Source: an optimization exercise on an open RTL-to-GDS flow (aim: small area, a short achievable clock period and few clock cycles per item). Production flows keep margins and buffers that such runs may drop. Only the layout flow was run in this run; the RTL was not checked for function there. Power figures rest on the tool's default switching activity, not on a simulated workload.

==> design.v <==
module booth (
    input  wire        clk  ,
    input  wire        rst_n,
    input  wire [15:0] x    ,
    input  wire [15:0] y    ,
    input  wire        start,
    output wire [31:0] z    ,
    output wire        busy
);
assign busy = 1'b0;
wire one0, two0;
menc ue0 (.y2(y[1]), .y1(y[0]), .y0(1'b0), .one(one0), .two(two0));
wire one1, two1;
menc ue1 (.y2(y[3]), .y1(y[2]), .y0(y[1]), .one(one1), .two(two1));
wire one2, two2;
menc ue2 (.y2(y[5]), .y1(y[4]), .y0(y[3]), .one(one2), .two(two2));
wire one3, two3;
menc ue3 (.y2(y[7]), .y1(y[6]), .y0(y[5]), .one(one3), .two(two3));
wire one4, two4;
menc ue4 (.y2(y[9]), .y1(y[8]), .y0(y[7]), .one(one4), .two(two4));
wire one5, two5;
menc ue5 (.y2(y[11]), .y1(y[10]), .y0(y[9]), .one(one5), .two(two5));
wire one6, two6;
menc ue6 (.y2(y[13]), .y1(y[12]), .y0(y[11]), .one(one6), .two(two6));
wire one7, two7;
menc ue7 (.y2(y[15]), .y1(y[14]), .y0(y[13]), .one(one7), .two(two7));
wire pp0_0;
mbs upp0_0 (.xj(x[0]), .xm(1'b0), .one(one0), .two(two0), .neg(y[1]), .pp(pp0_0));
wire pp0_1;
mbs upp0_1 (.xj(x[1]), .xm(x[0]), .one(one0), .two(two0), .neg(y[1]), .pp(pp0_1));
wire pp0_2;
mbs upp0_2 (.xj(x[2]), .xm(x[1]), .one(one0), .two(two0), .neg(y[1]), .pp(pp0_2));
wire pp0_3;
mbs upp0_3 (.xj(x[3]), .xm(x[2]), .one(one0), .two(two0), .neg(y[1]), .pp(pp0_3));
wire pp0_4;
mbs upp0_4 (.xj(x[4]), .xm(x[3]), .one(one0), .two(two0), .neg(y[1]), .pp(pp0_4));
wire pp0_5;
mbs upp0_5 (.xj(x[5]), .xm(x[4]), .one(one0), .two(two0), .neg(y[1]), .pp(pp0_5));
wire pp0_6;
mbs upp0_6 (.xj(x[6]), .xm(x[5]), .one(one0), .two(two0), .neg(y[1]), .pp(pp0_6));
wire pp0_7;
mbs upp0_7 (.xj(x[7]), .xm(x[6]), .one(one0), .two(two0), .neg(y[1]), .pp(pp0_7));
wire pp0_8;
mbs upp0_8 (.xj(x[8]), .xm(x[7]), .one(one0), .two(two0), .neg(y[1]), .pp(pp0_8));
wire pp0_9;
mbs upp0_9 (.xj(x[9]), .xm(x[8]), .one(one0), .two(two0), .neg(y[1]), .pp(pp0_9));
wire pp0_10;
mbs upp0_10 (.xj(x[10]), .xm(x[9]), .one(one0), .two(two0), .neg(y[1]), .pp(pp0_10));
wire pp0_11;
mbs upp0_11 (.xj(x[11]), .xm(x[10]), .one(one0), .two(two0), .neg(y[1]), .pp(pp0_11));
wire pp0_12;
mbs upp0_12 (.xj(x[12]), .xm(x[11]), .one(one0), .two(two0), .neg(y[1]), .pp(pp0_12));
wire pp0_13;
mbs upp0_13 (.xj(x[13]), .xm(x[12]), .one(one0), .two(two0), .neg(y[1]), .pp(pp0_13));
wire pp0_14;
mbs upp0_14 (.xj(x[14]), .xm(x[13]), .one(one0), .two(two0), .neg(y[1]), .pp(pp0_14));
wire pp0_15;
mbs upp0_15 (.xj(x[15]), .xm(x[14]), .one(one0), .two(two0), .neg(y[1]), .pp(pp0_15));
wire pp0_16;
mbsn upp0_16 (.xj(x[15]), .xm(x[15]), .one(one0), .two(two0), .neg(y[1]), .pp(pp0_16));
wire s0n;
minv us0n (.a(pp0_16), .y(s0n));
wire pp1_0;
mbs upp1_0 (.xj(x[0]), .xm(1'b0), .one(one1), .two(two1), .neg(y[3]), .pp(pp1_0));
wire pp1_1;
mbs upp1_1 (.xj(x[1]), .xm(x[0]), .one(one1), .two(two1), .neg(y[3]), .pp(pp1_1));
wire pp1_2;
mbs upp1_2 (.xj(x[2]), .xm(x[1]), .one(one1), .two(two1), .neg(y[3]), .pp(pp1_2));
wire pp1_3;
mbs upp1_3 (.xj(x[3]), .xm(x[2]), .one(one1), .two(two1), .neg(y[3]), .pp(pp1_3));
wire pp1_4;
mbs upp1_4 (.xj(x[4]), .xm(x[3]), .one(one1), .two(two1), .neg(y[3]), .pp(pp1_4));
wire pp1_5;
mbs upp1_5 (.xj(x[5]), .xm(x[4]), .one(one1), .two(two1), .neg(y[3]), .pp(pp1_5));
wire pp1_6;
mbs upp1_6 (.xj(x[6]), .xm(x[5]), .one(one1), .two(two1), .neg(y[3]), .pp(pp1_6));
wire pp1_7;
mbs upp1_7 (.xj(x[7]), .xm(x[6]), .one(one1), .two(two1), .neg(y[3]), .pp(pp1_7));
wire pp1_8;
mbs upp1_8 (.xj(x[8]), .xm(x[7]), .one(one1), .two(two1), .neg(y[3]), .pp(pp1_8));
wire pp1_9;
mbs upp1_9 (.xj(x[9]), .xm(x[8]), .one(one1), .two(two1), .neg(y[3]), .pp(pp1_9));
wire pp1_10;
mbs upp1_10 (.xj(x[10]), .xm(x[9]), .one(one1), .two(two1), .neg(y[3]), .pp(pp1_10));
wire pp1_11;
mbs upp1_11 (.xj(x[11]), .xm(x[10]), .one(one1), .two(two1), .neg(y[3]), .pp(pp1_11));
wire pp1_12;
mbs upp1_12 (.xj(x[12]), .xm(x[11]), .one(one1), .two(two1), .neg(y[3]), .pp(pp1_12));
wire pp1_13;
mbs upp1_13 (.xj(x[13]), .xm(x[12]), .one(one1), .two(two1), .neg(y[3]), .pp(pp1_13));
wire pp1_14;
mbs upp1_14 (.xj(x[14]), .xm(x[13]), .one(one1), .two(two1), .neg(y[3]), .pp(pp1_14));
wire pp1_15;
mbs upp1_15 (.xj(x[15]), .xm(x[14]), .one(one1), .two(two1), .neg(y[3]), .pp(pp1_15));
wire pp1_16;
mbsn upp1_16 (.xj(x[15]), .xm(x[15]), .one(one1), .two(two1), .neg(y[3]), .pp(pp1_16));
wire pp2_0;
mbs upp2_0 (.xj(x[0]), .xm(1'b0), .one(one2), .two(two2), .neg(y[5]), .pp(pp2_0));
wire pp2_1;
mbs upp2_1 (.xj(x[1]), .xm(x[0]), .one(one2), .two(two2), .neg(y[5]), .pp(pp2_1));
wire pp2_2;
mbs upp2_2 (.xj(x[2]), .xm(x[1]), .one(one2), .two(two2), .neg(y[5]), .pp(pp2_2));
wire pp2_3;
mbs upp2_3 (.xj(x[3]), .xm(x[2]), .one(one2), .two(two2), .neg(y[5]), .pp(pp2_3));
wire pp2_4;
mbs upp2_4 (.xj(x[4]), .xm(x[3]), .one(one2), .two(two2), .neg(y[5]), .pp(pp2_4));
wire pp2_5;
mbs upp2_5 (.xj(x[5]), .xm(x[4]), .one(one2), .two(two2), .neg(y[5]), .pp(pp2_5));
wire pp2_6;
mbs upp2_6 (.xj(x[6]), .xm(x[5]), .one(one2), .two(two2), .neg(y[5]), .pp(pp2_6));
wire pp2_7;
mbs upp2_7 (.xj(x[7]), .xm(x[6]), .one(one2), .two(two2), .neg(y[5]), .pp(pp2_7));
wire pp2_8;
mbs upp2_8 (.xj(x[8]), .xm(x[7]), .one(one2), .two(two2), .neg(y[5]), .pp(pp2_8));
wire pp2_9;
mbs upp2_9 (.xj(x[9]), .xm(x[8]), .one(one2), .two(two2), .neg(y[5]), .pp(pp2_9));
wire pp2_10;
mbs upp2_10 (.xj(x[10]), .xm(x[9]), .one(one2), .two(two2), .neg(y[5]), .pp(pp2_10));
wire pp2_11;
mbs upp2_11 (.xj(x[11]), .xm(x[10]), .one(one2), .two(two2), .neg(y[5]), .pp(pp2_11));
wire pp2_12;
mbs upp2_12 (.xj(x[12]), .xm(x[11]), .one(one2), .two(two2), .neg(y[5]), .pp(pp2_12));
wire pp2_13;
mbs upp2_13 (.xj(x[13]), .xm(x[12]), .one(one2), .two(two2), .neg(y[5]), .pp(pp2_13));
wire pp2_14;
mbs upp2_14 (.xj(x[14]), .xm(x[13]), .one(one2), .two(two2), .neg(y[5]), .pp(pp2_14));
wire pp2_15;
mbs upp2_15 (.xj(x[15]), .xm(x[14]), .one(one2), .two(two2), .neg(y[5]), .pp(pp2_15));
wire pp2_16;
mbsn upp2_16 (.xj(x[15]), .xm(x[15]), .one(one2), .two(two2), .neg(y[5]), .pp(pp2_16));
wire pp3_0;
mbs upp3_0 (.xj(x[0]), .xm(1'b0), .one(one3), .two(two3), .neg(y[7]), .pp(pp3_0));
wire pp3_1;
mbs upp3_1 (.xj(x[1]), .xm(x[0]), .one(one3), .two(two3), .neg(y[7]), .pp(pp3_1));
wire pp3_2;
mbs upp3_2 (.xj(x[2]), .xm(x[1]), .one(one3), .two(two3), .neg(y[7]), .pp(pp3_2));
wire pp3_3;
mbs upp3_3 (.xj(x[3]), .xm(x[2]), .one(one3), .two(two3), .neg(y[7]), .pp(pp3_3));
wire pp3_4;
mbs upp3_4 (.xj(x[4]), .xm(x[3]), .one(one3), .two(two3), .neg(y[7]), .pp(pp3_4));
wire pp3_5;
mbs upp3_5 (.xj(x[5]), .xm(x[4]), .one(one3), .two(two3), .neg(y[7]), .pp(pp3_5));
wire pp3_6;
mbs upp3_6 (.xj(x[6]), .xm(x[5]), .one(one3), .two(two3), .neg(y[7]), .pp(pp3_6));
wire pp3_7;
mbs upp3_7 (.xj(x[7]), .xm(x[6]), .one(one3), .two(two3), .neg(y[7]), .pp(pp3_7));
wire pp3_8;
mbs upp3_8 (.xj(x[8]), .xm(x[7]), .one(one3), .two(two3), .neg(y[7]), .pp(pp3_8));
wire pp3_9;
mbs upp3_9 (.xj(x[9]), .xm(x[8]), .one(one3), .two(two3), .neg(y[7]), .pp(pp3_9));
wire pp3_10;
mbs upp3_10 (.xj(x[10]), .xm(x[9]), .one(one3), .two(two3), .neg(y[7]), .pp(pp3_10));
wire pp3_11;
mbs upp3_11 (.xj(x[11]), .xm(x[10]), .one(one3), .two(two3), .neg(y[7]), .pp(pp3_11));
wire pp3_12;
mbs upp3_12 (.xj(x[12]), .xm(x[11]), .one(one3), .two(two3), .neg(y[7]), .pp(pp3_12));
wire pp3_13;
mbs upp3_13 (.xj(x[13]), .xm(x[12]), .one(one3), .two(two3), .neg(y[7]), .pp(pp3_13));
wire pp3_14;
mbs upp3_14 (.xj(x[14]), .xm(x[13]), .one(one3), .two(two3), .neg(y[7]), .pp(pp3_14));
wire pp3_15;
mbs upp3_15 (.xj(x[15]), .xm(x[14]), .one(one3), .two(two3), .neg(y[7]), .pp(pp3_15));
wire pp3_16;
mbsn upp3_16 (.xj(x[15]), .xm(x[15]), .one(one3), .two(two3), .neg(y[7]), .pp(pp3_16));
wire pp4_0;
mbs upp4_0 (.xj(x[0]), .xm(1'b0), .one(one4), .two(two4), .neg(y[9]), .pp(pp4_0));
wire pp4_1;
mbs upp4_1 (.xj(x[1]), .xm(x[0]), .one(one4), .two(two4), .neg(y[9]), .pp(pp4_1));
wire pp4_2;
mbs upp4_2 (.xj(x[2]), .xm(x[1]), .one(one4), .two(two4), .neg(y[9]), .pp(pp4_2));
wire pp4_3;
mbs upp4_3 (.xj(x[3]), .xm(x[2]), .one(one4), .two(two4), .neg(y[9]), .pp(pp4_3));
wire pp4_4;
mbs upp4_4 (.xj(x[4]), .xm(x[3]), .one(one4), .two(two4), .neg(y[9]), .pp(pp4_4));
wire pp4_5;
mbs upp4_5 (.xj(x[5]), .xm(x[4]), .one(one4), .two(two4), .neg(y[9]), .pp(pp4_5));
wire pp4_6;
mbs upp4_6 (.xj(x[6]), .xm(x[5]), .one(one4), .two(two4), .neg(y[9]), .pp(pp4_6));
wire pp4_7;
mbs upp4_7 (.xj(x[7]), .xm(x[6]), .one(one4), .two(two4), .neg(y[9]), .pp(pp4_7));
wire pp4_8;
mbs upp4_8 (.xj(x[8]), .xm(x[7]), .one(one4), .two(two4), .neg(y[9]), .pp(pp4_8));
wire pp4_9;
mbs upp4_9 (.xj(x[9]), .xm(x[8]), .one(one4), .two(two4), .neg(y[9]), .pp(pp4_9));
wire pp4_10;
mbs upp4_10 (.xj(x[10]), .xm(x[9]), .one(one4), .two(two4), .neg(y[9]), .pp(pp4_10));
wire pp4_11;
mbs upp4_11 (.xj(x[11]), .xm(x[10]), .one(one4), .two(two4), .neg(y[9]), .pp(pp4_11));
wire pp4_12;
mbs upp4_12 (.xj(x[12]), .xm(x[11]), .one(one4), .two(two4), .neg(y[9]), .pp(pp4_12));
wire pp4_13;
mbs upp4_13 (.xj(x[13]), .xm(x[12]), .one(one4), .two(two4), .neg(y[9]), .pp(pp4_13));
wire pp4_14;
mbs upp4_14 (.xj(x[14]), .xm(x[13]), .one(one4), .two(two4), .neg(y[9]), .pp(pp4_14));
wire pp4_15;
mbs upp4_15 (.xj(x[15]), .xm(x[14]), .one(one4), .two(two4), .neg(y[9]), .pp(pp4_15));
wire pp4_16;
mbsn upp4_16 (.xj(x[15]), .xm(x[15]), .one(one4), .two(two4), .neg(y[9]), .pp(pp4_16));
wire pp5_0;
mbs upp5_0 (.xj(x[0]), .xm(1'b0), .one(one5), .two(two5), .neg(y[11]), .pp(pp5_0));
wire pp5_1;
mbs upp5_1 (.xj(x[1]), .xm(x[0]), .one(one5), .two(two5), .neg(y[11]), .pp(pp5_1));
wire pp5_2;
mbs upp5_2 (.xj(x[2]), .xm(x[1]), .one(one5), .two(two5), .neg(y[11]), .pp(pp5_2));
wire pp5_3;
mbs upp5_3 (.xj(x[3]), .xm(x[2]), .one(one5), .two(two5), .neg(y[11]), .pp(pp5_3));
wire pp5_4;
mbs upp5_4 (.xj(x[4]), .xm(x[3]), .one(one5), .two(two5), .neg(y[11]), .pp(pp5_4));
wire pp5_5;
mbs upp5_5 (.xj(x[5]), .xm(x[4]), .one(one5), .two(two5), .neg(y[11]), .pp(pp5_5));
wire pp5_6;
mbs upp5_6 (.xj(x[6]), .xm(x[5]), .one(one5), .two(two5), .neg(y[11]), .pp(pp5_6));
wire pp5_7;
mbs upp5_7 (.xj(x[7]), .xm(x[6]), .one(one5), .two(two5), .neg(y[11]), .pp(pp5_7));
wire pp5_8;
mbs upp5_8 (.xj(x[8]), .xm(x[7]), .one(one5), .two(two5), .neg(y[11]), .pp(pp5_8));
wire pp5_9;
mbs upp5_9 (.xj(x[9]), .xm(x[8]), .one(one5), .two(two5), .neg(y[11]), .pp(pp5_9));
wire pp5_10;
mbs upp5_10 (.xj(x[10]), .xm(x[9]), .one(one5), .two(two5), .neg(y[11]), .pp(pp5_10));
wire pp5_11;
mbs upp5_11 (.xj(x[11]), .xm(x[10]), .one(one5), .two(two5), .neg(y[11]), .pp(pp5_11));
wire pp5_12;
mbs upp5_12 (.xj(x[12]), .xm(x[11]), .one(one5), .two(two5), .neg(y[11]), .pp(pp5_12));
wire pp5_13;
mbs upp5_13 (.xj(x[13]), .xm(x[12]), .one(one5), .two(two5), .neg(y[11]), .pp(pp5_13));
wire pp5_14;
mbs upp5_14 (.xj(x[14]), .xm(x[13]), .one(one5), .two(two5), .neg(y[11]), .pp(pp5_14));
wire pp5_15;
mbs upp5_15 (.xj(x[15]), .xm(x[14]), .one(one5), .two(two5), .neg(y[11]), .pp(pp5_15));
wire pp5_16;
mbsn upp5_16 (.xj(x[15]), .xm(x[15]), .one(one5), .two(two5), .neg(y[11]), .pp(pp5_16));
wire pp6_0;
mbs upp6_0 (.xj(x[0]), .xm(1'b0), .one(one6), .two(two6), .neg(y[13]), .pp(pp6_0));
wire pp6_1;
mbs upp6_1 (.xj(x[1]), .xm(x[0]), .one(one6), .two(two6), .neg(y[13]), .pp(pp6_1));
wire pp6_2;
mbs upp6_2 (.xj(x[2]), .xm(x[1]), .one(one6), .two(two6), .neg(y[13]), .pp(pp6_2));
wire pp6_3;
mbs upp6_3 (.xj(x[3]), .xm(x[2]), .one(one6), .two(two6), .neg(y[13]), .pp(pp6_3));
wire pp6_4;
mbs upp6_4 (.xj(x[4]), .xm(x[3]), .one(one6), .two(two6), .neg(y[13]), .pp(pp6_4));
wire pp6_5;
mbs upp6_5 (.xj(x[5]), .xm(x[4]), .one(one6), .two(two6), .neg(y[13]), .pp(pp6_5));
wire pp6_6;
mbs upp6_6 (.xj(x[6]), .xm(x[5]), .one(one6), .two(two6), .neg(y[13]), .pp(pp6_6));
wire pp6_7;
mbs upp6_7 (.xj(x[7]), .xm(x[6]), .one(one6), .two(two6), .neg(y[13]), .pp(pp6_7));
wire pp6_8;
mbs upp6_8 (.xj(x[8]), .xm(x[7]), .one(one6), .two(two6), .neg(y[13]), .pp(pp6_8));
wire pp6_9;
mbs upp6_9 (.xj(x[9]), .xm(x[8]), .one(one6), .two(two6), .neg(y[13]), .pp(pp6_9));
wire pp6_10;
mbs upp6_10 (.xj(x[10]), .xm(x[9]), .one(one6), .two(two6), .neg(y[13]), .pp(pp6_10));
wire pp6_11;
mbs upp6_11 (.xj(x[11]), .xm(x[10]), .one(one6), .two(two6), .neg(y[13]), .pp(pp6_11));
wire pp6_12;
mbs upp6_12 (.xj(x[12]), .xm(x[11]), .one(one6), .two(two6), .neg(y[13]), .pp(pp6_12));
wire pp6_13;
mbs upp6_13 (.xj(x[13]), .xm(x[12]), .one(one6), .two(two6), .neg(y[13]), .pp(pp6_13));
wire pp6_14;
mbs upp6_14 (.xj(x[14]), .xm(x[13]), .one(one6), .two(two6), .neg(y[13]), .pp(pp6_14));
wire pp6_15;
mbs upp6_15 (.xj(x[15]), .xm(x[14]), .one(one6), .two(two6), .neg(y[13]), .pp(pp6_15));
wire pp6_16;
mbsn upp6_16 (.xj(x[15]), .xm(x[15]), .one(one6), .two(two6), .neg(y[13]), .pp(pp6_16));
wire pp7_0;
mbs upp7_0 (.xj(x[0]), .xm(1'b0), .one(one7), .two(two7), .neg(y[15]), .pp(pp7_0));
wire pp7_1;
mbs upp7_1 (.xj(x[1]), .xm(x[0]), .one(one7), .two(two7), .neg(y[15]), .pp(pp7_1));
wire pp7_2;
mbs upp7_2 (.xj(x[2]), .xm(x[1]), .one(one7), .two(two7), .neg(y[15]), .pp(pp7_2));
wire pp7_3;
mbs upp7_3 (.xj(x[3]), .xm(x[2]), .one(one7), .two(two7), .neg(y[15]), .pp(pp7_3));
wire pp7_4;
mbs upp7_4 (.xj(x[4]), .xm(x[3]), .one(one7), .two(two7), .neg(y[15]), .pp(pp7_4));
wire pp7_5;
mbs upp7_5 (.xj(x[5]), .xm(x[4]), .one(one7), .two(two7), .neg(y[15]), .pp(pp7_5));
wire pp7_6;
mbs upp7_6 (.xj(x[6]), .xm(x[5]), .one(one7), .two(two7), .neg(y[15]), .pp(pp7_6));
wire pp7_7;
mbs upp7_7 (.xj(x[7]), .xm(x[6]), .one(one7), .two(two7), .neg(y[15]), .pp(pp7_7));
wire pp7_8;
mbs upp7_8 (.xj(x[8]), .xm(x[7]), .one(one7), .two(two7), .neg(y[15]), .pp(pp7_8));
wire pp7_9;
mbs upp7_9 (.xj(x[9]), .xm(x[8]), .one(one7), .two(two7), .neg(y[15]), .pp(pp7_9));
wire pp7_10;
mbs upp7_10 (.xj(x[10]), .xm(x[9]), .one(one7), .two(two7), .neg(y[15]), .pp(pp7_10));
wire pp7_11;
mbs upp7_11 (.xj(x[11]), .xm(x[10]), .one(one7), .two(two7), .neg(y[15]), .pp(pp7_11));
wire pp7_12;
mbs upp7_12 (.xj(x[12]), .xm(x[11]), .one(one7), .two(two7), .neg(y[15]), .pp(pp7_12));
wire pp7_13;
mbs upp7_13 (.xj(x[13]), .xm(x[12]), .one(one7), .two(two7), .neg(y[15]), .pp(pp7_13));
wire pp7_14;
mbs upp7_14 (.xj(x[14]), .xm(x[13]), .one(one7), .two(two7), .neg(y[15]), .pp(pp7_14));
wire pp7_15;
mbs upp7_15 (.xj(x[15]), .xm(x[14]), .one(one7), .two(two7), .neg(y[15]), .pp(pp7_15));
wire pp7_16;
mbsn upp7_16 (.xj(x[15]), .xm(x[15]), .one(one7), .two(two7), .neg(y[15]), .pp(pp7_16));
wire s1, c2;
mha us1 (.a(y[3]), .b(pp0_2), .s(s1), .co(c2));
wire s3, c4;
mha us3 (.a(pp0_3), .b(pp1_1), .s(s3), .co(c4));
wire s5, c6;
mfa us5 (.a(y[5]), .b(pp0_4), .c(pp1_2), .s(s5), .co(c6));
wire s7, c8;
mha us7 (.a(pp2_0), .b(c4), .s(s7), .co(c8));
wire s9, c10;
mfa us9 (.a(pp0_5), .b(pp1_3), .c(pp2_1), .s(s9), .co(c10));
wire s11, c12;
mha us11 (.a(c6), .b(c8), .s(s11), .co(c12));
wire s13, c14;
mfa us13 (.a(y[7]), .b(pp0_6), .c(pp1_4), .s(s13), .co(c14));
wire s15, c16;
mfa us15 (.a(pp2_2), .b(pp3_0), .c(c10), .s(s15), .co(c16));
wire s17, c18;
mha us17 (.a(s13), .b(c12), .s(s17), .co(c18));
wire s19, c20;
mfa us19 (.a(pp0_7), .b(pp1_5), .c(pp2_3), .s(s19), .co(c20));
wire s21, c22;
mfa us21 (.a(pp3_1), .b(c14), .c(s19), .s(s21), .co(c22));
wire s23, c24;
mha us23 (.a(c16), .b(c18), .s(s23), .co(c24));
wire s25, c26;
mfa us25 (.a(y[9]), .b(pp0_8), .c(pp1_6), .s(s25), .co(c26));
wire s27, c28;
mfa us27 (.a(pp2_4), .b(pp3_2), .c(pp4_0), .s(s27), .co(c28));
wire s29, c30;
mfa us29 (.a(c20), .b(s25), .c(s27), .s(s29), .co(c30));
wire s31, c32;
mha us31 (.a(c22), .b(s29), .s(s31), .co(c32));
wire s33, c34;
mfa us33 (.a(pp0_9), .b(pp1_7), .c(pp2_5), .s(s33), .co(c34));
wire s35, c36;
mfa us35 (.a(pp3_3), .b(pp4_1), .c(c26), .s(s35), .co(c36));
wire s37, c38;
mfa us37 (.a(c28), .b(s33), .c(s35), .s(s37), .co(c38));
wire s39, c40;
mha us39 (.a(c30), .b(c32), .s(s39), .co(c40));
wire s41, c42;
mfa us41 (.a(y[11]), .b(pp0_10), .c(pp1_8), .s(s41), .co(c42));
wire s43, c44;
mfa us43 (.a(pp2_6), .b(pp3_4), .c(pp4_2), .s(s43), .co(c44));
wire s45, c46;
mfa us45 (.a(pp5_0), .b(c34), .c(s41), .s(s45), .co(c46));
wire s47, c48;
mfa us47 (.a(s43), .b(c36), .c(s45), .s(s47), .co(c48));
wire s49, c50;
mha us49 (.a(c38), .b(c40), .s(s49), .co(c50));
wire s51, c52;
mfa us51 (.a(pp0_11), .b(pp1_9), .c(pp2_7), .s(s51), .co(c52));
wire s53, c54;
mfa us53 (.a(pp3_5), .b(pp4_3), .c(pp5_1), .s(s53), .co(c54));
wire s55, c56;
mfa us55 (.a(c42), .b(c44), .c(s51), .s(s55), .co(c56));
wire s57, c58;
mfa us57 (.a(s53), .b(c46), .c(s55), .s(s57), .co(c58));
wire s59, c60;
mha us59 (.a(c48), .b(s57), .s(s59), .co(c60));
wire s61, c62;
mfa us61 (.a(y[13]), .b(pp0_12), .c(pp1_10), .s(s61), .co(c62));
wire s63, c64;
mfa us63 (.a(pp2_8), .b(pp3_6), .c(pp4_4), .s(s63), .co(c64));
wire s65, c66;
mfa us65 (.a(pp5_2), .b(pp6_0), .c(c52), .s(s65), .co(c66));
wire s67, c68;
mfa us67 (.a(c54), .b(s61), .c(s63), .s(s67), .co(c68));
wire s69, c70;
mfa us69 (.a(s65), .b(c56), .c(s67), .s(s69), .co(c70));
wire s71, c72;
mha us71 (.a(c58), .b(s69), .s(s71), .co(c72));
wire s73, c74;
mfa us73 (.a(pp0_13), .b(pp1_11), .c(pp2_9), .s(s73), .co(c74));
wire s75, c76;
mfa us75 (.a(pp3_7), .b(pp4_5), .c(pp5_3), .s(s75), .co(c76));
wire s77, c78;
mfa us77 (.a(pp6_1), .b(c62), .c(c64), .s(s77), .co(c78));
wire s79, c80;
mfa us79 (.a(s73), .b(s75), .c(c66), .s(s79), .co(c80));
wire s81, c82;
mfa us81 (.a(s77), .b(c68), .c(s79), .s(s81), .co(c82));
wire s83, c84;
mha us83 (.a(c70), .b(c72), .s(s83), .co(c84));
wire s85, c86;
mfa us85 (.a(y[15]), .b(pp0_14), .c(pp1_12), .s(s85), .co(c86));
wire s87, c88;
mfa us87 (.a(pp2_10), .b(pp3_8), .c(pp4_6), .s(s87), .co(c88));
wire s89, c90;
mfa us89 (.a(pp5_4), .b(pp6_2), .c(pp7_0), .s(s89), .co(c90));
wire s91, c92;
mfa us91 (.a(c74), .b(c76), .c(s85), .s(s91), .co(c92));
wire s93, c94;
mfa us93 (.a(s87), .b(s89), .c(c78), .s(s93), .co(c94));
wire s95, c96;
mfa us95 (.a(s91), .b(c80), .c(s93), .s(s95), .co(c96));
wire s97, c98;
mha us97 (.a(c82), .b(s95), .s(s97), .co(c98));
wire s99, c100;
mfa us99 (.a(pp0_15), .b(pp1_13), .c(pp2_11), .s(s99), .co(c100));
wire s101, c102;
mfa us101 (.a(pp3_9), .b(pp4_7), .c(pp5_5), .s(s101), .co(c102));
wire s103, c104;
mfa us103 (.a(pp6_3), .b(pp7_1), .c(c86), .s(s103), .co(c104));
wire s105, c106;
mfa us105 (.a(c88), .b(c90), .c(s99), .s(s105), .co(c106));
wire s107, c108;
mfa us107 (.a(s101), .b(s103), .c(c92), .s(s107), .co(c108));
wire s109, c110;
mfa us109 (.a(s105), .b(c94), .c(s107), .s(s109), .co(c110));
wire s111, c112;
mha us111 (.a(c96), .b(s109), .s(s111), .co(c112));
wire s113, c114;
mfa us113 (.a(s0n), .b(pp1_14), .c(pp2_12), .s(s113), .co(c114));
wire s115, c116;
mfa us115 (.a(pp3_10), .b(pp4_8), .c(pp5_6), .s(s115), .co(c116));
wire s117, c118;
mfa us117 (.a(pp6_4), .b(pp7_2), .c(c100), .s(s117), .co(c118));
wire s119, c120;
mfa us119 (.a(c102), .b(s113), .c(s115), .s(s119), .co(c120));
wire s121, c122;
mfa us121 (.a(c104), .b(s117), .c(c106), .s(s121), .co(c122));
wire s123, c124;
mfa us123 (.a(s119), .b(c108), .c(s121), .s(s123), .co(c124));
wire s125, c126;
mha us125 (.a(c110), .b(s123), .s(s125), .co(c126));
wire s127, c128;
mfa us127 (.a(s0n), .b(pp1_15), .c(pp2_13), .s(s127), .co(c128));
wire s129, c130;
mfa us129 (.a(pp3_11), .b(pp4_9), .c(pp5_7), .s(s129), .co(c130));
wire s131, c132;
mfa us131 (.a(pp6_5), .b(pp7_3), .c(c114), .s(s131), .co(c132));
wire s133, c134;
mfa us133 (.a(c116), .b(s127), .c(s129), .s(s133), .co(c134));
wire s135, c136;
mfa us135 (.a(c118), .b(s131), .c(c120), .s(s135), .co(c136));
wire s137, c138;
mfa us137 (.a(s133), .b(c122), .c(s135), .s(s137), .co(c138));
wire s139, c140;
mha us139 (.a(c124), .b(s137), .s(s139), .co(c140));
wire s141, c142;
mfa us141 (.a(pp0_16), .b(pp1_16), .c(pp2_14), .s(s141), .co(c142));
wire s143, c144;
mfa us143 (.a(pp3_12), .b(pp4_10), .c(pp5_8), .s(s143), .co(c144));
wire s145, c146;
mfa us145 (.a(pp6_6), .b(pp7_4), .c(c128), .s(s145), .co(c146));
wire s147, c148;
mfa us147 (.a(c130), .b(s141), .c(s143), .s(s147), .co(c148));
wire s149, c150;
mfa us149 (.a(c132), .b(s145), .c(c134), .s(s149), .co(c150));
wire s151, c152;
mfa us151 (.a(s147), .b(c136), .c(s149), .s(s151), .co(c152));
wire s153, c154;
mha us153 (.a(c138), .b(s151), .s(s153), .co(c154));
wire s155;
minv us155 (.a(pp2_15), .y(s155));
wire s156, c157;
mfa us156 (.a(pp3_13), .b(pp4_11), .c(pp5_9), .s(s156), .co(c157));
wire s158, c159;
mfa us158 (.a(pp6_7), .b(pp7_5), .c(s155), .s(s158), .co(c159));
wire s160, c161;
mfa us160 (.a(c142), .b(c144), .c(s156), .s(s160), .co(c161));
wire s162, c163;
mfa us162 (.a(s158), .b(c146), .c(c148), .s(s162), .co(c163));
wire s164, c165;
mfa us164 (.a(s160), .b(c150), .c(s162), .s(s164), .co(c165));
wire s166, c167;
mha us166 (.a(c152), .b(s164), .s(s166), .co(c167));
wire s168, c169;
mfa us168 (.a(pp2_16), .b(pp3_14), .c(pp4_12), .s(s168), .co(c169));
wire s170, c171;
mfa us170 (.a(pp5_10), .b(pp6_8), .c(pp7_6), .s(s170), .co(c171));
wire s172, c173;
mfa us172 (.a(pp2_15), .b(c157), .c(s168), .s(s172), .co(c173));
wire s174, c175;
mfa us174 (.a(s170), .b(c159), .c(c161), .s(s174), .co(c175));
wire s176, c177;
mfa us176 (.a(s172), .b(c163), .c(s174), .s(s176), .co(c177));
wire s178, c179;
mha us178 (.a(c165), .b(s176), .s(s178), .co(c179));
wire s180;
minv us180 (.a(pp3_15), .y(s180));
wire s181, c182;
mfa us181 (.a(pp4_13), .b(pp5_11), .c(pp6_9), .s(s181), .co(c182));
wire s183, c184;
mfa us183 (.a(pp7_7), .b(s180), .c(c169), .s(s183), .co(c184));
wire s185, c186;
mfa us185 (.a(c171), .b(s181), .c(s183), .s(s185), .co(c186));
wire s187, c188;
mfa us187 (.a(c173), .b(c175), .c(s185), .s(s187), .co(c188));
wire s189, c190;
mha us189 (.a(c177), .b(s187), .s(s189), .co(c190));
wire s191, c192;
mfa us191 (.a(pp3_16), .b(pp4_14), .c(pp5_12), .s(s191), .co(c192));
wire s193, c194;
mfa us193 (.a(pp6_10), .b(pp7_8), .c(pp3_15), .s(s193), .co(c194));
wire s195, c196;
mfa us195 (.a(c182), .b(s191), .c(s193), .s(s195), .co(c196));
wire s197, c198;
mfa us197 (.a(c184), .b(s195), .c(c186), .s(s197), .co(c198));
wire s199, c200;
mha us199 (.a(c188), .b(s197), .s(s199), .co(c200));
wire s201;
minv us201 (.a(pp4_15), .y(s201));
wire s202, c203;
mfa us202 (.a(pp5_13), .b(pp6_11), .c(pp7_9), .s(s202), .co(c203));
wire s204, c205;
mfa us204 (.a(s201), .b(c192), .c(c194), .s(s204), .co(c205));
wire s206, c207;
mfa us206 (.a(s202), .b(s204), .c(c196), .s(s206), .co(c207));
wire s208, c209;
mha us208 (.a(s206), .b(c198), .s(s208), .co(c209));
wire s210, c211;
mfa us210 (.a(pp4_16), .b(pp5_14), .c(pp6_12), .s(s210), .co(c211));
wire s212, c213;
mfa us212 (.a(pp7_10), .b(pp4_15), .c(c203), .s(s212), .co(c213));
wire s214, c215;
mfa us214 (.a(s210), .b(c205), .c(s212), .s(s214), .co(c215));
wire s216, c217;
mha us216 (.a(c207), .b(s214), .s(s216), .co(c217));
wire s218;
minv us218 (.a(pp5_15), .y(s218));
wire s219, c220;
mfa us219 (.a(pp6_13), .b(pp7_11), .c(s218), .s(s219), .co(c220));
wire s221, c222;
mfa us221 (.a(c211), .b(s219), .c(c213), .s(s221), .co(c222));
wire s223, c224;
mha us223 (.a(c215), .b(s221), .s(s223), .co(c224));
wire s225, c226;
mfa us225 (.a(pp5_16), .b(pp6_14), .c(pp7_12), .s(s225), .co(c226));
wire s227, c228;
mfa us227 (.a(pp5_15), .b(s225), .c(c220), .s(s227), .co(c228));
wire s229, c230;
mha us229 (.a(s227), .b(c222), .s(s229), .co(c230));
wire s231;
minv us231 (.a(pp6_15), .y(s231));
wire s232, c233;
mfa us232 (.a(pp7_13), .b(s231), .c(c226), .s(s232), .co(c233));
wire s234, c235;
mha us234 (.a(s232), .b(c228), .s(s234), .co(c235));
wire s236, c237;
mfa us236 (.a(pp6_16), .b(pp7_14), .c(pp6_15), .s(s236), .co(c237));
wire s238, c239;
mha us238 (.a(s236), .b(c233), .s(s238), .co(c239));
wire s240;
minv us240 (.a(pp7_15), .y(s240));
wire s241, c242;
mha us241 (.a(s240), .b(c237), .s(s241), .co(c242));
wire s243, c244;
mha us243 (.a(pp7_16), .b(pp7_15), .s(s243), .co(c244));
wire s245;
minv us245 (.a(c244), .y(s245));
wire lp246, lg247;
mha ulp246 (.a(pp0_0), .b(y[1]), .s(lp246), .co(lg247));
wire lp248, lg249;
mha ulp248 (.a(pp1_0), .b(s1), .s(lp248), .co(lg249));
wire lp250, lg251;
mha ulp250 (.a(c2), .b(s3), .s(lp250), .co(lg251));
wire lp252, lg253;
mha ulp252 (.a(s5), .b(s7), .s(lp252), .co(lg253));
wire lp254, lg255;
mha ulp254 (.a(s9), .b(s11), .s(lp254), .co(lg255));
wire lp256, lg257;
mha ulp256 (.a(s15), .b(s17), .s(lp256), .co(lg257));
wire lp258, lg259;
mha ulp258 (.a(s21), .b(s23), .s(lp258), .co(lg259));
wire lp260, lg261;
mha ulp260 (.a(c24), .b(s31), .s(lp260), .co(lg261));
wire lp262, lg263;
mha ulp262 (.a(s37), .b(s39), .s(lp262), .co(lg263));
wire lq264;
mand ulq264 (.a(lp248), .b(pp0_1), .y(lq264));
wire lg265;
mao ulg265 (.g1(lg253), .p1(lp252), .g0(lg251), .g(lg265));
wire lq266;
mand ulq266 (.a(lp252), .b(lp250), .y(lq266));
wire lg267;
mao ulg267 (.g1(lg257), .p1(lp256), .g0(lg255), .g(lg267));
wire lq268;
mand ulq268 (.a(lp256), .b(lp254), .y(lq268));
wire lg269;
mao ulg269 (.g1(lg261), .p1(lp260), .g0(lg259), .g(lg269));
wire lq270;
mand ulq270 (.a(lp260), .b(lp258), .y(lq270));
wire lg271;
mao ulg271 (.g1(lg249), .p1(lq264), .g0(lg247), .g(lg271));
wire lg272;
mao ulg272 (.g1(lg267), .p1(lq268), .g0(lg265), .g(lg272));
wire lq273;
mand ulq273 (.a(lq268), .b(lq266), .y(lq273));
wire lg274;
mao ulg274 (.g1(lg272), .p1(lq273), .g0(lg271), .g(lg274));
wire lg275;
mao ulg275 (.g1(lg265), .p1(lq266), .g0(lg271), .g(lg275));
wire lg276;
mao ulg276 (.g1(lg269), .p1(lq270), .g0(lg274), .g(lg276));
wire la277;
mand ula277 (.a(pp0_1), .b(lg247), .y(la277));
wire lg278;
mao ulg278 (.g1(lg251), .p1(lp250), .g0(lg271), .g(lg278));
wire lg279;
mao ulg279 (.g1(lg255), .p1(lp254), .g0(lg275), .g(lg279));
wire lg280;
mao ulg280 (.g1(lg259), .p1(lp258), .g0(lg274), .g(lg280));
wire lg281;
mao ulg281 (.g1(lg263), .p1(lp262), .g0(lg276), .g(lg281));
wire ls282;
mxor uls282 (.a(pp0_1), .b(lg247), .y(ls282));
wire ls283;
mxor uls283 (.a(lp248), .b(la277), .y(ls283));
wire ls284;
mxor uls284 (.a(lp250), .b(lg271), .y(ls284));
wire ls285;
mxor uls285 (.a(lp252), .b(lg278), .y(ls285));
wire ls286;
mxor uls286 (.a(lp254), .b(lg275), .y(ls286));
wire ls287;
mxor uls287 (.a(lp256), .b(lg279), .y(ls287));
wire ls288;
mxor uls288 (.a(lp258), .b(lg274), .y(ls288));
wire ls289;
mxor uls289 (.a(lp260), .b(lg280), .y(ls289));
wire ls290;
mxor uls290 (.a(lp262), .b(lg276), .y(ls290));
reg [10:0] qlo;
reg [21:0] qa;
reg [20:0] qb;
wire hp291, hg292;
mha uhp291 (.a(qa[0]), .b(qb[0]), .s(hp291), .co(hg292));
wire hp293, hg294;
mha uhp293 (.a(qa[1]), .b(qb[1]), .s(hp293), .co(hg294));
wire hp295, hg296;
mha uhp295 (.a(qa[2]), .b(qb[2]), .s(hp295), .co(hg296));
wire hp297, hg298;
mha uhp297 (.a(qa[3]), .b(qb[3]), .s(hp297), .co(hg298));
wire hp299, hg300;
mha uhp299 (.a(qa[4]), .b(qb[4]), .s(hp299), .co(hg300));
wire hp301, hg302;
mha uhp301 (.a(qa[5]), .b(qb[5]), .s(hp301), .co(hg302));
wire hp303, hg304;
mha uhp303 (.a(qa[6]), .b(qb[6]), .s(hp303), .co(hg304));
wire hp305, hg306;
mha uhp305 (.a(qa[7]), .b(qb[7]), .s(hp305), .co(hg306));
wire hp307, hg308;
mha uhp307 (.a(qa[8]), .b(qb[8]), .s(hp307), .co(hg308));
wire hp309, hg310;
mha uhp309 (.a(qa[9]), .b(qb[9]), .s(hp309), .co(hg310));
wire hp311, hg312;
mha uhp311 (.a(qa[10]), .b(qb[10]), .s(hp311), .co(hg312));
wire hp313, hg314;
mha uhp313 (.a(qa[11]), .b(qb[11]), .s(hp313), .co(hg314));
wire hp315, hg316;
mha uhp315 (.a(qa[12]), .b(qb[12]), .s(hp315), .co(hg316));
wire hp317, hg318;
mha uhp317 (.a(qa[13]), .b(qb[13]), .s(hp317), .co(hg318));
wire hp319, hg320;
mha uhp319 (.a(qa[14]), .b(qb[14]), .s(hp319), .co(hg320));
wire hp321, hg322;
mha uhp321 (.a(qa[15]), .b(qb[15]), .s(hp321), .co(hg322));
wire hp323, hg324;
mha uhp323 (.a(qa[16]), .b(qb[16]), .s(hp323), .co(hg324));
wire hp325, hg326;
mha uhp325 (.a(qa[17]), .b(qb[17]), .s(hp325), .co(hg326));
wire hp327, hg328;
mha uhp327 (.a(qa[18]), .b(qb[18]), .s(hp327), .co(hg328));
wire hp329, hg330;
mha uhp329 (.a(qa[19]), .b(qb[19]), .s(hp329), .co(hg330));
wire hp331, hg332;
mha uhp331 (.a(qa[20]), .b(qb[20]), .s(hp331), .co(hg332));
wire hg333;
mao uhg333 (.g1(hg292), .p1(hp291), .g0(qlo[10]), .g(hg333));
wire hg334;
mao uhg334 (.g1(hg296), .p1(hp295), .g0(hg294), .g(hg334));
wire hq335;
mand uhq335 (.a(hp295), .b(hp293), .y(hq335));
wire hg336;
mao uhg336 (.g1(hg300), .p1(hp299), .g0(hg298), .g(hg336));
wire hq337;
mand uhq337 (.a(hp299), .b(hp297), .y(hq337));
wire hg338;
mao uhg338 (.g1(hg304), .p1(hp303), .g0(hg302), .g(hg338));
wire hq339;
mand uhq339 (.a(hp303), .b(hp301), .y(hq339));
wire hg340;
mao uhg340 (.g1(hg308), .p1(hp307), .g0(hg306), .g(hg340));
wire hq341;
mand uhq341 (.a(hp307), .b(hp305), .y(hq341));
wire hg342;
mao uhg342 (.g1(hg312), .p1(hp311), .g0(hg310), .g(hg342));
wire hq343;
mand uhq343 (.a(hp311), .b(hp309), .y(hq343));
wire hg344;
mao uhg344 (.g1(hg316), .p1(hp315), .g0(hg314), .g(hg344));
wire hq345;
mand uhq345 (.a(hp315), .b(hp313), .y(hq345));
wire hg346;
mao uhg346 (.g1(hg320), .p1(hp319), .g0(hg318), .g(hg346));
wire hq347;
mand uhq347 (.a(hp319), .b(hp317), .y(hq347));
wire hg348;
mao uhg348 (.g1(hg324), .p1(hp323), .g0(hg322), .g(hg348));
wire hq349;
mand uhq349 (.a(hp323), .b(hp321), .y(hq349));
wire hg350;
mao uhg350 (.g1(hg328), .p1(hp327), .g0(hg326), .g(hg350));
wire hq351;
mand uhq351 (.a(hp327), .b(hp325), .y(hq351));
wire hg352;
mao uhg352 (.g1(hg332), .p1(hp331), .g0(hg330), .g(hg352));
wire hq353;
mand uhq353 (.a(hp331), .b(hp329), .y(hq353));
wire hg354;
mao uhg354 (.g1(hg334), .p1(hq335), .g0(hg333), .g(hg354));
wire hg355;
mao uhg355 (.g1(hg338), .p1(hq339), .g0(hg336), .g(hg355));
wire hq356;
mand uhq356 (.a(hq339), .b(hq337), .y(hq356));
wire hg357;
mao uhg357 (.g1(hg342), .p1(hq343), .g0(hg340), .g(hg357));
wire hq358;
mand uhq358 (.a(hq343), .b(hq341), .y(hq358));
wire hg359;
mao uhg359 (.g1(hg346), .p1(hq347), .g0(hg344), .g(hg359));
wire hq360;
mand uhq360 (.a(hq347), .b(hq345), .y(hq360));
wire hg361;
mao uhg361 (.g1(hg350), .p1(hq351), .g0(hg348), .g(hg361));
wire hq362;
mand uhq362 (.a(hq351), .b(hq349), .y(hq362));
wire hg363;
mao uhg363 (.g1(hg355), .p1(hq356), .g0(hg354), .g(hg363));
wire hg364;
mao uhg364 (.g1(hg359), .p1(hq360), .g0(hg357), .g(hg364));
wire hq365;
mand uhq365 (.a(hq360), .b(hq358), .y(hq365));
wire hg366;
mao uhg366 (.g1(hg364), .p1(hq365), .g0(hg363), .g(hg366));
wire hg367;
mao uhg367 (.g1(hg357), .p1(hq358), .g0(hg363), .g(hg367));
wire hg368;
mao uhg368 (.g1(hg361), .p1(hq362), .g0(hg366), .g(hg368));
wire hg369;
mao uhg369 (.g1(hg336), .p1(hq337), .g0(hg354), .g(hg369));
wire hg370;
mao uhg370 (.g1(hg340), .p1(hq341), .g0(hg363), .g(hg370));
wire hg371;
mao uhg371 (.g1(hg344), .p1(hq345), .g0(hg367), .g(hg371));
wire hg372;
mao uhg372 (.g1(hg348), .p1(hq349), .g0(hg366), .g(hg372));
wire hg373;
mao uhg373 (.g1(hg352), .p1(hq353), .g0(hg368), .g(hg373));
wire hg374;
mao uhg374 (.g1(hg294), .p1(hp293), .g0(hg333), .g(hg374));
wire hg375;
mao uhg375 (.g1(hg298), .p1(hp297), .g0(hg354), .g(hg375));
wire hg376;
mao uhg376 (.g1(hg302), .p1(hp301), .g0(hg369), .g(hg376));
wire hg377;
mao uhg377 (.g1(hg306), .p1(hp305), .g0(hg363), .g(hg377));
wire hg378;
mao uhg378 (.g1(hg310), .p1(hp309), .g0(hg370), .g(hg378));
wire hg379;
mao uhg379 (.g1(hg314), .p1(hp313), .g0(hg367), .g(hg379));
wire hg380;
mao uhg380 (.g1(hg318), .p1(hp317), .g0(hg371), .g(hg380));
wire hg381;
mao uhg381 (.g1(hg322), .p1(hp321), .g0(hg366), .g(hg381));
wire hg382;
mao uhg382 (.g1(hg326), .p1(hp325), .g0(hg372), .g(hg382));
wire hg383;
mao uhg383 (.g1(hg330), .p1(hp329), .g0(hg368), .g(hg383));
wire ha384;
mand uha384 (.a(qa[21]), .b(hg373), .y(ha384));
wire hs385;
mxor uhs385 (.a(hp291), .b(qlo[10]), .y(hs385));
wire hs386;
mxor uhs386 (.a(hp293), .b(hg333), .y(hs386));
wire hs387;
mxor uhs387 (.a(hp295), .b(hg374), .y(hs387));
wire hs388;
mxor uhs388 (.a(hp297), .b(hg354), .y(hs388));
wire hs389;
mxor uhs389 (.a(hp299), .b(hg375), .y(hs389));
wire hs390;
mxor uhs390 (.a(hp301), .b(hg369), .y(hs390));
wire hs391;
mxor uhs391 (.a(hp303), .b(hg376), .y(hs391));
wire hs392;
mxor uhs392 (.a(hp305), .b(hg363), .y(hs392));
wire hs393;
mxor uhs393 (.a(hp307), .b(hg377), .y(hs393));
wire hs394;
mxor uhs394 (.a(hp309), .b(hg370), .y(hs394));
wire hs395;
mxor uhs395 (.a(hp311), .b(hg378), .y(hs395));
wire hs396;
mxor uhs396 (.a(hp313), .b(hg367), .y(hs396));
wire hs397;
mxor uhs397 (.a(hp315), .b(hg379), .y(hs397));
wire hs398;
mxor uhs398 (.a(hp317), .b(hg371), .y(hs398));
wire hs399;
mxor uhs399 (.a(hp319), .b(hg380), .y(hs399));
wire hs400;
mxor uhs400 (.a(hp321), .b(hg366), .y(hs400));
wire hs401;
mxor uhs401 (.a(hp323), .b(hg381), .y(hs401));
wire hs402;
mxor uhs402 (.a(hp325), .b(hg372), .y(hs402));
wire hs403;
mxor uhs403 (.a(hp327), .b(hg382), .y(hs403));
wire hs404;
mxor uhs404 (.a(hp329), .b(hg368), .y(hs404));
wire hs405;
mxor uhs405 (.a(hp331), .b(hg383), .y(hs405));
wire hs406;
mxor uhs406 (.a(qa[21]), .b(hg373), .y(hs406));
assign z = {hs406, hs405, hs404, hs403, hs402, hs401, hs400, hs399, hs398, hs397, hs396, hs395, hs394, hs393, hs392, hs391, hs390, hs389, hs388, hs387, hs386, hs385, qlo[9], qlo[8], qlo[7], qlo[6], qlo[5], qlo[4], qlo[3], qlo[2], qlo[1], qlo[0]};
always @(posedge clk)
    if (start) begin
        qlo <= {lg281, ls290, ls289, ls288, ls287, ls286, ls285, ls284, ls283, ls282, lp246};
        qa <= {s245, c242, c239, c235, c230, c224, c217, c209, c200, c190, c179, c167, c154, c140, c126, c112, c98, c84, s81, c60, c50, s47};
        qb <= {s243, s241, s238, s234, s229, s223, s216, s208, s199, s189, s178, s166, s153, s139, s125, s111, s97, s83, s71, s59, s49};
    end
endmodule
module menc (input wire y2, input wire y1, input wire y0, output wire one, output wire two);
assign one = y1 ^ y0;
assign two = (y2 & ~y1 & ~y0) | (~y2 & y1 & y0);
endmodule
module mbs (input wire xj, input wire xm, input wire one, input wire two, input wire neg, output wire pp);
assign pp = ((one & xj) | (two & xm)) ^ neg;
endmodule
module mbsn (input wire xj, input wire xm, input wire one, input wire two, input wire neg, output wire pp);
assign pp = ~(((one & xj) | (two & xm)) ^ neg);
endmodule
module mfa (input wire a, input wire b, input wire c, output wire s, output wire co);
assign s  = a ^ b ^ c;
assign co = (a & b) | (a & c) | (b & c);
endmodule
module mha (input wire a, input wire b, output wire s, output wire co);
assign s  = a ^ b;
assign co = a & b;
endmodule
module minv (input wire a, output wire y);
assign y = ~a;
endmodule
module mand (input wire a, input wire b, output wire y);
assign y = a & b;
endmodule
module mxor (input wire a, input wire b, output wire y);
assign y = a ^ b;
endmodule
module mao (input wire g1, input wire p1, input wire g0, output wire g);
assign g = g1 | (p1 & g0);
endmodule
==> flow/run.sh <==
#!/bin/bash
set -euo pipefail
export BUFFER_PORTS_ARGS="-buffer_cell sky130_fd_sc_hd__buf_2"
export PRE_FLOORPLAN_TCL="$PWD/flow/downsize.tcl"
bash standard.sh > standard.log 2>&1
==> flow/downsize.tcl <==
# Start the layout from the smallest drive strength of each combinational
# cell that synthesis picked; timing repair later sizes up what it needs.
set db [ord::get_db]
set block [ord::get_db_block]
set n 0
foreach inst [$block getInsts] {
  set m [[$inst getMaster] getName]
  if {![regexp {^(sky130_fd_sc_hd__([a-z0-9]+))_([0-9]+)$} $m -> base short drive]} { continue }
  if {[regexp {^(s?e?df|dl|conb|tap|fill|decap|clk)} $short]} { continue }
  foreach d {0 1 2} {
    if {$d >= $drive} { break }
    set cand ${base}_$d
    set cm [$db findMaster $cand]
    if {$cm eq "NULL" || $cm eq ""} { continue }
    replace_cell [$inst getName] $cand
    incr n
    break
  }
}
puts "downsize.tcl: resized $n instances"
==> standard.sh <==
#!/bin/bash
# synth_recipe.tcl (not shown) runs the flow's synth.tcl, then flattens the netlist and writes it again
# the make line also repeats each setting of config.mk as NAME=value (left out here)
make -C /OpenROAD-flow-scripts/flow DESIGN_CONFIG=/design/flow/config.mk WORK_HOME=/design/flow/orfs CLKGATE_MAP_FILE= SYNTH_SCRIPT=/design/flow/synth_recipe.tcl "${@:-finish}"
==> config.mk <==
export PLATFORM = sky130hd
export DESIGN_NAME = booth
export DESIGN_NICKNAME = booth
export VERILOG_FILES = /design/flow/design.v
export SDC_FILE = /design/flow/constraint.sdc
export NUM_CORES = 4
export LEC_CHECK = 0
export CAP_MARGIN = 20
export CORE_MARGIN = 2
export CORE_UTILIZATION = 40
export SLEW_MARGIN = 20
export SYNTH_HIERARCHICAL = 1
export SYNTH_MINIMUM_KEEP_SIZE = 0
==> constraint.sdc <==
create_clock -name core_clock -period 4.0 [get_ports {clk}]
set_input_delay 0.8000 -clock core_clock [delete_from_list [all_inputs] [get_ports {clk}]]
set_output_delay 0.8000 -clock core_clock [all_outputs]
set_load 0.01 [all_outputs]
==> reports/qor.csv <==
stage,metric,value,unit
pwr,Switching Share,0.427,
cts,TritonCTS clock tree,done,
timing,worst-margin pin slew,0.565,ns
floorplan,# rows,50,
detailed_routing,Initial DRC Count,433,
global_route,initial antenna violation count,1,
placement,GPL Wtd Cong,0.911,
cts,Worst-path clk slew,0.08,ns
global_route,Congestion Overflow GR,0,
worst_setup_path,critical path class,in -> reg,
timing,Final Slew Violations,0,
timing,RSZ-0062 raised after global routing,yes,
floorplan,I/O pin count,68,
timing,final setup violating endpoints,0,
timing,Achievable Freq,256,MHz
timing,Fin Hold WS,1.01,ns
run,Max-Cap Viols,0,
detailed_routing,number of remaining DRC errors,0,
worst_setup_path,CP Capture Type,register,
min_path,worst hold start,start,
pwr,Peak supply drop,286,µV
timing,Tmin final,3.91,ns
pwr,Leak,3.75,nW
worst_setup_path,"Max FO, Critical Path",4,
timing,Slew headroom,0.623,
layout,layout cell share with drive strength beyond 1,0.231,
floorplan,core area,18500,µm²
floorplan,Die Wd,141,µm
min_path,Hold EP,qlo[0],
detailed_routing,detailed-route via count,5697,
pwr,clock group share of total power,0.070,
pwr,Reg power frac,0.199,
floorplan,Initial Util,0.405,
pwr,combinational fraction of design power,0.731,
placement,IO Port Bufs,65,
detailed_routing,Vias/cell,5.62,
worst_setup_path,critical path required time,4.06,ns
min_path,HP Class,in -> reg,
layout,fin util,0.491,
placement,DPL Wire Length,14.9,mm
layout,"commonest non-fill, non-tap cell in the layout",a22oi_1,
min_path,Hold Path Depth,1,
detailed_routing,Pre-Repair DR Iteration Count,6,
pwr,Psw,2.77,mW
global_route,largest net degree at the start of global routing,32,
floorplan,Die ar.,19800,µm²
floorplan,Die Ht,141,µm
global_route,vias in the first global route,6025,
detailed_routing,post-route ant nets,0,
pwr,power per cell area,713,nW/µm²
detailed_routing,drt total wl,19.6,mm
cts,Clock Sinks,54,
worst_setup_path,CP arrival,3.96,ns
synthesis,Mapped Cells,649,
worst_setup_path,CP Launch Type,input port,
global_route,first-pass GRT wire length,31.4,mm
global_route,Total GRT Usage,0.201,
cts,H-tree depth,2,
layout,# nets final,962,
cts,Longest Clk Path Bufs,2,
detailed_routing,wire per inst,19.3,µm
status,status,"complete, no violations",
cts,TritonCTS buffer count,5,
timing,Hold Fails Final Rpt,0,
timing,crit share post-route,0.977,
layout,highest-count cells in the layout ignoring fill and taps,"a22oi_1, xnor2_1, fa_1",
synthesis,Ys Warns,7,
cts,clock root cell,clkbuf_16,
pwr,P_int,3.72,mW
timing,Setup TNS Final,0,ns
## power by group through the flow
stage / registers (mW) / clock network [mW] / logic, mW
2_1_floorplan: 1.28 / 0 / 3.49
3_3_place_gp: 1.30 / 0 / 4.62
3_5_place_dp: 1.31 / 0 / 4.73
4_1_cts: 1.30 / 0.463 / 4.78
5_1_grt: 1.32 / 0.486 / 5.43
6_report: 1.29 / 0.451 / 4.74
## critical path, cell delays in order
cell	delay [ns]
buf_2	0.14
nand2b_1	0.18
o22ai_4	0.23
a22oi_2	0.12
xor2_2	0.18
buf_4	0.16
fa_1	0.48
fa_1	0.47
fa_1	0.51
fa_1	0.42
ha_1	0.28
## repair_timing
action                     4_1_cts  5_1_grt
hold buffers                     0        0
setup endpoints to repair       11       11
pin swaps                        0       15
gates cloned                     0        2
buffers inserted                 0       11
gates resized for setup          4       17
## metal layers
layer | up-vias | GRT usage | share of wire
met3 | 20 | 0.0363 | 0.057
met4 | 0 | 0.0663 | 0.018
met2 | 188 | 0.344 | 0.51
li1 | 2607 | - | -
met5 | - | 0 | 0
met1 | 2882 | 0.258 | 0.41
## stage by stage
step	power [mW]	instance area, µm²	std cells	setup slack [ns]
2_1_floorplan	4.77	7670	660	0.00226
3_3_place_gp	5.92	8740	992	-0.310
3_5_place_dp	6.04	8740	992	-0.418
4_1_cts	6.54	8920	1000	0.0167
5_1_grt	7.23	9090	1014	-0.0117
6_report	6.48	9090	1014	0.0918
## how the worst max path moves through the flow
| stage | startpoint | end | slack (ns) | cells past startpoint |
|---|---|---|---|---|
| 2_1_floorplan | y[4] | qb[11] | 0.002 | 9 |
| 3_3_place_gp | y[0] | qb[8] | -0.31 | 11 |
| 3_5_place_dp | y[9] | qb[6] | -0.42 | 9 |
| 4_1_cts | y[0] | qb[8] | 0.02 | 11 |
| 5_1_grt | y[2] | qlo[9] | -0.01 | 14 |
| 6_report | y[0] | qb[10] | 0.09 | 11 |
## sequential cells by signal, indices dropped and copies added, names as in the netlist
| register | count |
|---|---|
| qb | 21 |
| qa | 22 |
| qlo | 11 |
## final cells by class
type / count / area [µm²]
Antenna cell: 1 / 2.50
Clock buffer: 5 / 125
Inverter: 8 / 30.0
Timing Repair Buffer: 144 / 1030
Clock inverter: 3 / 16.3
Tap cell: 234 / 293
Fill cell: 1690 / 9430
Sequential cell: 54 / 1620
Multi-Input combinational cell: 565 / 5970

port drivers added, routing unchanged:
In the flow no input, the clock included, has a driving cell. The finished layout below was timed again as built, in two steps. Step 1, drivers: a clkbuf_16 drives clk and a buf_2 each remaining input, both assumed. Step 2 moves the port delays by t, midway between the first and last clock arrival at a register: inputs arrive t later, outputs are due t later. That takes back most of the time a late clock gives input paths. Three values: ideal, step 1, step 2; two values: the first two.
t (ns): 0.349
setup WS [ns]: 0.092 / 0.115 / -0.234
hold slack, ns: 1.009 / 0.986 / 1.234
worst setup path after step 2: input to register
slew at the worst register clock pin (ns): 0.08 / 0.08
Met with ideal ports but missed after step 2: setup timing in this run. The setup slack of this run moves by +0.023 ns with the drivers and by -0.326 ns with both steps.
